This is an optimization exercise on Yosys and OpenROAD, whose aim is small area, not a production implementation.
At most, simulation tests tie the RTL to the original design; equivalence was not proved.
The clock input has no modelled driver; a real chip could not lean on it and would need a root buffer or a full tree.

nickel:
==> flow/design.v (excerpt) <==
module filter_median_top (
  input        clk, rst_n,
  input  [7:0] pixel,
  output [7:0] median
);
For scale: ~540 cells after synthesis, about 120 flip-flops, about 18 I/O pins.
==> module filter_median_top, before the edit <==
module filter_median_top (
  input        clk, rst_n,
  input  [7:0] pixel,
  output [7:0] median
);
  reg  [7:0] s0;
  reg  [7:0] s1;
  reg  [7:0] s2;
  reg  [7:0] s3;
  reg  [7:0] s4;
  reg  [7:0] s5;
  reg  [7:0] s6;
  reg  [7:0] s7;
  reg  [7:0] s8;
  reg  [7:0] s9;
  reg  [3:0] s10;
  reg  [3:0] n;             
  always @(posedge clk) begin
    s0 <= pixel[7:0];
    s1 <= s0[7:0];
    s2 <= s1[7:0];
    s3 <= s2[7:0];
    s4 <= s3[7:0];
    s5 <= s4[7:0];
    s6 <= s5[7:0];
    s7 <= s6[7:0];
    s8 <= s7[7:0];
    s9 <= s8[7:0];
    s10 <= s9[3:0];
  end
  always @(posedge clk or negedge rst_n) begin
    if (!rst_n)         n <= 4'd0;
    else if (n != 4'd10) n <= n + 4'd1;
  end
  function [18:0] level(input [8:0] x, input [8:0] hi, input [8:0] lo);
    reg [8:0] e;
    reg       m;
    begin
      e = hi | (x & ~lo);
      m = maj9(e);
      level = {m, hi | (e & {9{~m}}), lo | (~e & {9{m}})};
    end
  endfunction
  function maj9(input [8:0] v);
    reg [2:0] mx, md, mn;
    begin
      mx = {v[8] | v[7] | v[6], v[5] | v[4] | v[3], v[2] | v[1] | v[0]};
      md = {maj3(v[8], v[7], v[6]), maj3(v[5], v[4], v[3]), maj3(v[2], v[1], v[0])};
      mn = {v[8] & v[7] & v[6], v[5] & v[4] & v[3], v[2] & v[1] & v[0]};
      maj9 = maj3(&mx, maj3(md[2], md[1], md[0]), |mn);
    end
  endfunction
  function maj3(input a, input b, input c);
    maj3 = (a & b) | (a & c) | (b & c);
  endfunction
  wire [8:0] valid = {n > 4'd9, n > 4'd8, n > 4'd7, n > 4'd6, n > 4'd5, n > 4'd4, n > 4'd3, n > 4'd2, n > 4'd1};
  wire [8:0] hi0_0 = 9'd0;
  wire [8:0] lo0_0 = ~valid;
  wire [8:0] x0_0 = {s9[7], s8[7], s7[7], s6[7], s5[7], s4[7], s3[7], s2[7], s1[7]};
  wire       m7;
  wire [8:0] hi0_1, lo0_1;
  assign {m7, hi0_1, lo0_1} = level(x0_0, hi0_0, lo0_0);
  wire [8:0] x0_1 = {s9[6], s8[6], s7[6], s6[6], s5[6], s4[6], s3[6], s2[6], s1[6]};
  wire       m6;
  wire [8:0] hi0_2, lo0_2;
  assign {m6, hi0_2, lo0_2} = level(x0_1, hi0_1, lo0_1);
  wire [8:0] x0_2 = {s9[5], s8[5], s7[5], s6[5], s5[5], s4[5], s3[5], s2[5], s1[5]};
  wire       m5;
  wire [8:0] hi0_3, lo0_3;
  assign {m5, hi0_3, lo0_3} = level(x0_2, hi0_2, lo0_2);
  wire [8:0] x0_3 = {s9[4], s8[4], s7[4], s6[4], s5[4], s4[4], s3[4], s2[4], s1[4]};
  wire       m4;
  wire [8:0] hi0_4, lo0_4;
  assign {m4, hi0_4, lo0_4} = level(x0_3, hi0_3, lo0_3);
  reg  [8:0] hi_q1, lo_q1;
  reg  [7:4] m_q1;
  always @(posedge clk) begin
    hi_q1 <= hi0_4;
    lo_q1 <= lo0_4;
    m_q1 <= {m7, m6, m5, m4};
  end
  wire [8:0] hi1_0 = hi_q1;
  wire [8:0] lo1_0 = lo_q1;
  wire [8:0] x1_0 = {s10[3], s9[3], s8[3], s7[3], s6[3], s5[3], s4[3], s3[3], s2[3]};
  wire       m3;
  wire [8:0] hi1_1, lo1_1;
  assign {m3, hi1_1, lo1_1} = level(x1_0, hi1_0, lo1_0);
  wire [8:0] x1_1 = {s10[2], s9[2], s8[2], s7[2], s6[2], s5[2], s4[2], s3[2], s2[2]};
  wire       m2;
  wire [8:0] hi1_2, lo1_2;
  assign {m2, hi1_2, lo1_2} = level(x1_1, hi1_1, lo1_1);
  wire [8:0] x1_2 = {s10[1], s9[1], s8[1], s7[1], s6[1], s5[1], s4[1], s3[1], s2[1]};
  wire       m1;
  wire [8:0] hi1_3, lo1_3;
  assign {m1, hi1_3, lo1_3} = level(x1_2, hi1_2, lo1_2);
  wire [8:0] x1_3 = {s10[0], s9[0], s8[0], s7[0], s6[0], s5[0], s4[0], s3[0], s2[0]};
  wire       m0;
  wire [8:0] hi1_4, lo1_4;
  assign {m0, hi1_4, lo1_4} = level(x1_3, hi1_3, lo1_3);
  reg  [7:0] med_q;
  always @(posedge clk or negedge rst_n) begin
    if (!rst_n) med_q <= 8'd0;
    else        med_q <= (n < 4'd4) ? 8'd0 : {m_q1, m3, m2, m1, m0};
  end
  assign median = med_q;
endmodule
export LEC_CHECK = 0
export CAP_MARGIN = 20
export CORE_MARGIN = 2
export CORE_UTILIZATION = 40
export SLEW_MARGIN = 20
create_clock -name core_clock -period 6.7 [get_ports {clk}]
standard.sh (not shown) runs the stock make flow with config.mk's settings and CLKGATE_MAP_FILE= SYNTH_SCRIPT=/design/flow/synth_recipe.tcl, a recipe that flattens the netlist after the stock synthesis.
==> flow/flow/run.sh <==
#!/bin/bash
# Layout flow: the standard ORFS flow with these changes:
#  - synthesis maps the logic with an area-oriented ABC script
#    (abc_area_map.script) instead of ORFS's, which buffers and upsizes for
#    speed; register inference, naming and flattening are unchanged;
#  - the port buffers are the smallest buffer (still one on every port);
#  - a small balanced clock tree made by hand (cts_manual.tcl) in place of
#    clock_tree_synthesis.
set -euo pipefail
HERE=$(pwd)
# synth.tcl with ABC's script replaced, right after the preamble sets it
sed "s|^source \$::env(SCRIPTS_DIR)/synth_preamble.tcl\$|&\nset abc_args [lreplace \$abc_args 1 1 $HERE/flow/abc_area_map.script]|" \
  "$FLOW_HOME/scripts/synth.tcl" > "$HERE/synth_area_map.tcl"
grep -q abc_area_map.script "$HERE/synth_area_map.tcl"
# The standard flow's synthesis script, sourcing that synth.tcl
sed "s|\$::env(SCRIPTS_DIR)/synth.tcl|$HERE/synth_area_map.tcl|" synth_recipe.tcl > "$HERE/synth_top.tcl"
grep -q synth_area_map.tcl "$HERE/synth_top.tcl"
export MANUAL_CTS_LEAF=${MANUAL_CTS_LEAF:-sky130_fd_sc_hd__clkbuf_8}
export MANUAL_CTS_ROOT=${MANUAL_CTS_ROOT:-sky130_fd_sc_hd__clkbuf_4}
export MANUAL_CTS_NX=${MANUAL_CTS_NX:-4}
export MANUAL_CTS_NY=${MANUAL_CTS_NY:-2}
bash standard.sh SYNTH_SCRIPT="$HERE/synth_top.tcl" \
  BUFFER_PORTS_ARGS="-buffer_cell sky130_fd_sc_hd__buf_1" \
  PRE_CTS_TCL="$HERE/flow/cts_manual.tcl" finish > "$HERE/flow_make.log" 2>&1
Other scripts of this flow, unchanged in this note and not shown: flow/flow/abc_area_map.script, flow/flow/cts_manual.tcl
| nickel | all stages done | FAIL | negative setup slack |
--- input diff nickel..amber ---
==> flow/design.v <==
module filter_median_top (
  input        clk, rst_n,
  input  [7:0] pixel,
  output [7:0] median
);
  reg  [7:0] s0;
  reg  [7:0] s1;
  reg  [7:0] s2;
  reg  [7:0] s3;
  reg  [7:0] s4;
  reg  [7:0] s5;
  reg  [7:0] s6;
  reg  [7:0] s7;
  reg  [7:0] s8;
  reg  [7:0] s9;
  reg  [3:0] s10;
  reg  [9:0] v;             
  always @(posedge clk) begin
    s0 <= pixel[7:0];
    s1 <= s0[7:0];
    s2 <= s1[7:0];
    s3 <= s2[7:0];
    s4 <= s3[7:0];
    s5 <= s4[7:0];
    s6 <= s5[7:0];
    s7 <= s6[7:0];
    s8 <= s7[7:0];
    s9 <= s8[7:0];
    s10 <= s9[3:0];
  end
  always @(posedge clk or negedge rst_n) begin
    if (!rst_n) v <= 10'd0;
    else        v <= {v[8:0], 1'b1};
  end
  function [18:0] level(input [8:0] x, input [8:0] hi, input [8:0] lo);
    reg [8:0] e;
    reg       m;
    begin
      e = hi | (x & ~lo);
      m = maj9(e);
      level = {m, hi | (e & {9{~m}}), lo | (~e & {9{m}})};
    end
  endfunction
  function maj9(input [8:0] t);
    reg [2:0] mx, md, mn;
    begin
      mx = {t[8] | t[7] | t[6], t[5] | t[4] | t[3], t[2] | t[1] | t[0]};
      md = {maj3(t[8], t[7], t[6]), maj3(t[5], t[4], t[3]), maj3(t[2], t[1], t[0])};
      mn = {t[8] & t[7] & t[6], t[5] & t[4] & t[3], t[2] & t[1] & t[0]};
      maj9 = maj3(&mx, maj3(md[2], md[1], md[0]), |mn);
    end
  endfunction
  function maj3(input a, input b, input c);
    maj3 = (a & b) | (a & c) | (b & c);
  endfunction
  wire [8:0] valid = v[9:1];
  wire [8:0] hi0_0 = 9'd0;
  wire [8:0] lo0_0 = ~valid;
  wire [8:0] x0_0 = {s9[7], s8[7], s7[7], s6[7], s5[7], s4[7], s3[7], s2[7], s1[7]};
  wire       m7;
  wire [8:0] hi0_1, lo0_1;
  assign {m7, hi0_1, lo0_1} = level(x0_0, hi0_0, lo0_0);
  wire [8:0] x0_1 = {s9[6], s8[6], s7[6], s6[6], s5[6], s4[6], s3[6], s2[6], s1[6]};
  wire       m6;
  wire [8:0] hi0_2, lo0_2;
  assign {m6, hi0_2, lo0_2} = level(x0_1, hi0_1, lo0_1);
  wire [8:0] x0_2 = {s9[5], s8[5], s7[5], s6[5], s5[5], s4[5], s3[5], s2[5], s1[5]};
  wire       m5;
  wire [8:0] hi0_3, lo0_3;
  assign {m5, hi0_3, lo0_3} = level(x0_2, hi0_2, lo0_2);
  wire [8:0] x0_3 = {s9[4], s8[4], s7[4], s6[4], s5[4], s4[4], s3[4], s2[4], s1[4]};
  wire       m4;
  wire [8:0] hi0_4, lo0_4;
  assign {m4, hi0_4, lo0_4} = level(x0_3, hi0_3, lo0_3);
  reg  [8:0] hi_q1, lo_q1;
  reg  [7:4] m_q1;
  always @(posedge clk) begin
    hi_q1 <= hi0_4;
    lo_q1 <= lo0_4;
    m_q1 <= {m7, m6, m5, m4};
  end
  wire [8:0] hi1_0 = hi_q1;
  wire [8:0] lo1_0 = lo_q1;
  wire [8:0] x1_0 = {s10[3], s9[3], s8[3], s7[3], s6[3], s5[3], s4[3], s3[3], s2[3]};
  wire       m3;
  wire [8:0] hi1_1, lo1_1;
  assign {m3, hi1_1, lo1_1} = level(x1_0, hi1_0, lo1_0);
  wire [8:0] x1_1 = {s10[2], s9[2], s8[2], s7[2], s6[2], s5[2], s4[2], s3[2], s2[2]};
  wire       m2;
  wire [8:0] hi1_2, lo1_2;
  assign {m2, hi1_2, lo1_2} = level(x1_1, hi1_1, lo1_1);
  wire [8:0] x1_2 = {s10[1], s9[1], s8[1], s7[1], s6[1], s5[1], s4[1], s3[1], s2[1]};
  wire       m1;
  wire [8:0] hi1_3, lo1_3;
  assign {m1, hi1_3, lo1_3} = level(x1_2, hi1_2, lo1_2);
  wire [8:0] x1_3 = {s10[0], s9[0], s8[0], s7[0], s6[0], s5[0], s4[0], s3[0], s2[0]};
  wire       m0;
  wire [8:0] hi1_4, lo1_4;
  assign {m0, hi1_4, lo1_4} = level(x1_3, hi1_3, lo1_3);
  reg  [7:0] med_q;
  always @(posedge clk or negedge rst_n) begin
    if (!rst_n) med_q <= 8'd0;
    else        med_q <= v[3] ? {m_q1, m3, m2, m1, m0} : 8'd0;
  end
  assign median = med_q;
endmodule
==> comparison <==
- Having completed the whole flow, amber delivered a layout that passed the timing, DRC and antenna checks.
- Lower multi-input gate share of total cell area goes to amber over nickel.
- Ratio of final minimum period to clock period, nickel and amber: higher on nickel
- Changes observed in amber relative to nickel: post-layout minimum cycle time decreased 0.74 ns; setup slack went up by 0.74 ns; via density per instance lower; global-route usage went down 2.7 points.
- The first-pass GRT wire length in amber sits 15% below the value recorded for nickel.
- In amber, the final sum of negative setup slack came out 0.93 ns above the value in nickel.
- Horizontal extent of the die essentially unchanged between nickel and amber.
- In the tables for nickel and amber, fraction of met1 tracks used by global routing reads lower with amber.
- Measured against each other, nickel and amber differ in largest net degree at the start of global routing, the lower figure coming from nickel.
No run of this note takes its clock network from TritonCTS; it comes from the design's own scripts or RTL.

* * *

Another version of the RTL of filter_median_top (not shown whole).
Size in the first run: about 120 flip-flops, ~18 I/O pins, roughly 4600 um^2 of cells after synthesis.
==> module filter_median_top, before the edit <==
module filter_median_top (
  input        clk, rst_n,
  input  [7:0] pixel,
  output [7:0] median
);
  reg  [7:0] s0;
  reg  [7:0] s1;
  reg  [7:0] s2;
  reg  [7:0] s3;
  reg  [7:0] s4;
  reg  [7:0] s5;
  reg  [7:0] s6;
  reg  [7:0] s7;
  reg  [7:0] s8;
  reg  [3:0] s9;
  reg  [8:0] v;             
  always @(posedge clk) begin
    s0 <= pixel[7:0];
    s1 <= s0[7:0];
    s2 <= s1[7:0];
    s3 <= s2[7:0];
    s4 <= s3[7:0];
    s5 <= s4[7:0];
    s6 <= s5[7:0];
    s7 <= s6[7:0];
    s8 <= s7[7:0];
    s9 <= s8[3:0];
  end
  always @(posedge clk or negedge rst_n) begin
    if (!rst_n) v <= 9'd0;
    else        v <= {v[7:0], 1'b1};
  end
  function [18:0] level(input [8:0] x, input [8:0] hi, input [8:0] lo);
    reg [8:0] e;
    reg       m;
    begin
      e = hi | (x & ~lo);
      m = maj9(e);
      level = {m, hi | (e & {9{~m}}), lo | (~e & {9{m}})};
    end
  endfunction
  function maj9(input [8:0] t);
    reg [2:0] mx, md, mn;
    begin
      mx = {t[8] | t[7] | t[6], t[5] | t[4] | t[3], t[2] | t[1] | t[0]};
      md = {maj3(t[8], t[7], t[6]), maj3(t[5], t[4], t[3]), maj3(t[2], t[1], t[0])};
      mn = {t[8] & t[7] & t[6], t[5] & t[4] & t[3], t[2] & t[1] & t[0]};
      maj9 = maj3(&mx, maj3(md[2], md[1], md[0]), |mn);
    end
  endfunction
  function maj3(input a, input b, input c);
    maj3 = (a & b) | (a & c) | (b & c);
  endfunction
  wire [8:0] valid = v[8:0];
  wire [8:0] hi0_0 = 9'd0;
  wire [8:0] lo0_0 = ~valid;
  wire [8:0] x0_0 = {s8[7], s7[7], s6[7], s5[7], s4[7], s3[7], s2[7], s1[7], s0[7]};
  wire       m7;
  wire [8:0] hi0_1, lo0_1;
  assign {m7, hi0_1, lo0_1} = level(x0_0, hi0_0, lo0_0);
  wire [8:0] x0_1 = {s8[6], s7[6], s6[6], s5[6], s4[6], s3[6], s2[6], s1[6], s0[6]};
  wire       m6;
  wire [8:0] hi0_2, lo0_2;
  assign {m6, hi0_2, lo0_2} = level(x0_1, hi0_1, lo0_1);
  wire [8:0] x0_2 = {s8[5], s7[5], s6[5], s5[5], s4[5], s3[5], s2[5], s1[5], s0[5]};
  wire       m5;
  wire [8:0] hi0_3, lo0_3;
  assign {m5, hi0_3, lo0_3} = level(x0_2, hi0_2, lo0_2);
  wire [8:0] x0_3 = {s8[4], s7[4], s6[4], s5[4], s4[4], s3[4], s2[4], s1[4], s0[4]};
  wire       m4;
  wire [8:0] hi0_4, lo0_4;
  assign {m4, hi0_4, lo0_4} = level(x0_3, hi0_3, lo0_3);
  reg  [8:0] hi_q1, lo_q1;       
  reg  [7:4] m_q1;
  always @(posedge clk) begin
    hi_q1 <= ~hi0_4;
    lo_q1 <= ~lo0_4;
    m_q1 <= {m7, m6, m5, m4};
  end
  wire [8:0] hi1_0 = ~hi_q1;
  wire [8:0] lo1_0 = ~lo_q1;
  wire [8:0] x1_0 = {s9[3], s8[3], s7[3], s6[3], s5[3], s4[3], s3[3], s2[3], s1[3]};
  wire       m3;
  wire [8:0] hi1_1, lo1_1;
  assign {m3, hi1_1, lo1_1} = level(x1_0, hi1_0, lo1_0);
  wire [8:0] x1_1 = {s9[2], s8[2], s7[2], s6[2], s5[2], s4[2], s3[2], s2[2], s1[2]};
  wire       m2;
  wire [8:0] hi1_2, lo1_2;
  assign {m2, hi1_2, lo1_2} = level(x1_1, hi1_1, lo1_1);
  wire [8:0] x1_2 = {s9[1], s8[1], s7[1], s6[1], s5[1], s4[1], s3[1], s2[1], s1[1]};
  wire       m1;
  wire [8:0] hi1_3, lo1_3;
  assign {m1, hi1_3, lo1_3} = level(x1_2, hi1_2, lo1_2);
  wire [8:0] x1_3 = {s9[0], s8[0], s7[0], s6[0], s5[0], s4[0], s3[0], s2[0], s1[0]};
  wire       m0;
  wire [8:0] hi1_4, lo1_4;
  assign {m0, hi1_4, lo1_4} = level(x1_3, hi1_3, lo1_3);
  reg  [7:0] med_d;
  always @(posedge clk) med_d <= {m_q1, m3, m2, m1, m0};
  reg  [7:0] med_q;
  always @(posedge clk or negedge rst_n) begin
    if (!rst_n) med_q <= 8'd0;
    else        med_q <= v[3] ? med_d : 8'd0;
  end
  assign median = med_q;
endmodule
Settings: LEC_CHECK=0, CAP_MARGIN=20, CORE_MARGIN=2, CORE_UTILIZATION=40, SLEW_MARGIN=20; clock period 6.7 ns.
Scripts as last shown in full above: flow/flow/run.sh
Other scripts of this flow, unchanged in this note and not shown: flow/flow/abc_area_map.script, flow/flow/cts_manual.tcl
==> next run, changes <==
==> flow/design.v (replaced) <==
module filter_median_top (
  input        clk, rst_n,
  input  [7:0] pixel,
  output [7:0] median
);
  reg  [7:0] s0;
  reg  [7:0] s1;
  reg  [7:0] s2;
  reg  [7:0] s3;
  reg  [7:0] s4;
  reg  [7:0] s5;
  reg  [7:0] s6;
  reg  [7:0] s7;
  reg  [7:0] s8;
  reg  [7:0] s9;
  reg  [3:0] s10;
  reg  [9:0] v;             
  always @(posedge clk) begin
    s0 <= pixel[7:0];
    s1 <= s0[7:0];
    s2 <= s1[7:0];
    s3 <= s2[7:0];
    s4 <= s3[7:0];
    s5 <= s4[7:0];
    s6 <= s5[7:0];
    s7 <= s6[7:0];
    s8 <= s7[7:0];
    s9 <= s8[7:0];
    s10 <= s9[3:0];
  end
  always @(posedge clk or negedge rst_n) begin
    if (!rst_n) v <= 10'd0;
    else        v <= {v[8:0], 1'b1};
  end
  function [18:0] level(input [8:0] x, input [8:0] hi, input [8:0] lo);
    reg [8:0] e;
    reg       m;
    begin
      e = hi | (x & ~lo);
      m = maj9(e);
      level = {m, hi | (e & {9{~m}}), lo | (~e & {9{m}})};
    end
  endfunction
  function maj9(input [8:0] t);
    reg [2:0] mx, md, mn;
    begin
      mx = {t[8] | t[7] | t[6], t[5] | t[4] | t[3], t[2] | t[1] | t[0]};
      md = {maj3(t[8], t[7], t[6]), maj3(t[5], t[4], t[3]), maj3(t[2], t[1], t[0])};
      mn = {t[8] & t[7] & t[6], t[5] & t[4] & t[3], t[2] & t[1] & t[0]};
      maj9 = maj3(&mx, maj3(md[2], md[1], md[0]), |mn);
    end
  endfunction
  function maj3(input a, input b, input c);
    maj3 = (a & b) | (a & c) | (b & c);
  endfunction
  wire [8:0] valid = v[9:1];
  wire [8:0] hi0_0 = 9'd0;
  wire [8:0] lo0_0 = ~valid;
  wire [8:0] x0_0 = {s9[7], s8[7], s7[7], s6[7], s5[7], s4[7], s3[7], s2[7], s1[7]};
  wire       m7;
  wire [8:0] hi0_1, lo0_1;
  assign {m7, hi0_1, lo0_1} = level(x0_0, hi0_0, lo0_0);
  wire [8:0] x0_1 = {s9[6], s8[6], s7[6], s6[6], s5[6], s4[6], s3[6], s2[6], s1[6]};
  wire       m6;
  wire [8:0] hi0_2, lo0_2;
  assign {m6, hi0_2, lo0_2} = level(x0_1, hi0_1, lo0_1);
  wire [8:0] x0_2 = {s9[5], s8[5], s7[5], s6[5], s5[5], s4[5], s3[5], s2[5], s1[5]};
  wire       m5;
  wire [8:0] hi0_3, lo0_3;
  assign {m5, hi0_3, lo0_3} = level(x0_2, hi0_2, lo0_2);
  wire [8:0] x0_3 = {s9[4], s8[4], s7[4], s6[4], s5[4], s4[4], s3[4], s2[4], s1[4]};
  wire       m4;
  wire [8:0] hi0_4, lo0_4;
  assign {m4, hi0_4, lo0_4} = level(x0_3, hi0_3, lo0_3);
  reg  [8:0] hi_q1, lo_q1;       
  reg  [7:4] m_q1;
  always @(posedge clk) begin
    hi_q1 <= ~hi0_4;
    lo_q1 <= ~lo0_4;
    m_q1 <= {m7, m6, m5, m4};
  end
  wire [8:0] hi1_0 = ~hi_q1;
  wire [8:0] lo1_0 = ~lo_q1;
  wire [8:0] x1_0 = {s10[3], s9[3], s8[3], s7[3], s6[3], s5[3], s4[3], s3[3], s2[3]};
  wire       m3;
  wire [8:0] hi1_1, lo1_1;
  assign {m3, hi1_1, lo1_1} = level(x1_0, hi1_0, lo1_0);
  wire [8:0] x1_1 = {s10[2], s9[2], s8[2], s7[2], s6[2], s5[2], s4[2], s3[2], s2[2]};
  wire       m2;
  wire [8:0] hi1_2, lo1_2;
  assign {m2, hi1_2, lo1_2} = level(x1_1, hi1_1, lo1_1);
  wire [8:0] x1_2 = {s10[1], s9[1], s8[1], s7[1], s6[1], s5[1], s4[1], s3[1], s2[1]};
  wire       m1;
  wire [8:0] hi1_3, lo1_3;
  assign {m1, hi1_3, lo1_3} = level(x1_2, hi1_2, lo1_2);
  wire [8:0] x1_3 = {s10[0], s9[0], s8[0], s7[0], s6[0], s5[0], s4[0], s3[0], s2[0]};
  wire       m0;
  wire [8:0] hi1_4, lo1_4;
  assign {m0, hi1_4, lo1_4} = level(x1_3, hi1_3, lo1_3);
  reg  [7:0] med_q;
  always @(posedge clk or negedge rst_n) begin
    if (!rst_n) med_q <= 8'd0;
    else        med_q <= v[3] ? {m_q1, m3, m2, m1, m0} : 8'd0;
  end
  assign median = med_q;
endmodule
Outcome:
- maximum frequency went down by 3.6%
- hold slack barely changes
- utilization rises by 1.7 points
- register-to-register slack degrades by 230 ps
- global-route usage rose by 0.38 points
- sequential cell count is higher by 1
- critical path depth increases by 7
- via count goes up by 2.0%
- cell area climbs by 3.9%
- first-iteration DRC count goes up by 11%
The RTL of the second run of this note was laid out without a check of its function. In every run of this note, the design's own scripts or RTL, not TritonCTS, make the clock network.

-- what the ideal ports hide --
The results above use ideal ports. As a check the final layouts listed here were re-extracted and re-timed, cells and wires unchanged.
Step 1 sets driving cells, clkbuf_16 on the clock port and buf_2 on the other inputs (assumed; they add their load-dependent delay and slew).
Step 2, shift: input delay + t, output delay - t, t = (earliest + latest rising clock arrival at the registers) / 2. This alone moves slack from input paths to output paths.
a / b / c = no drivers / after step 1 / after step 2; a / b = the first two.
run | t (ns) | setup WS [ns] | hold slack, ns | worst register clock-pin slew, ns
nickel | 0.500 | -0.109 / -0.109 / -0.109 | 0.316 / 0.316 / 0.316 | 0.10 / 0.10
amber | 0.493 | 0.633 / 0.633 / 0.633 | 0.322 / 0.322 / 0.322 | 0.10 / 0.10
the first run of note 2 | 0.483 | 0.585 / 0.585 / 0.585 | 0.332 / 0.332 / 0.332 | 0.10 / 0.10
the second run of note 2 | 0.495 | 0.356 / 0.356 / 0.356 | 0.331 / 0.331 / 0.331 | 0.10 / 0.10
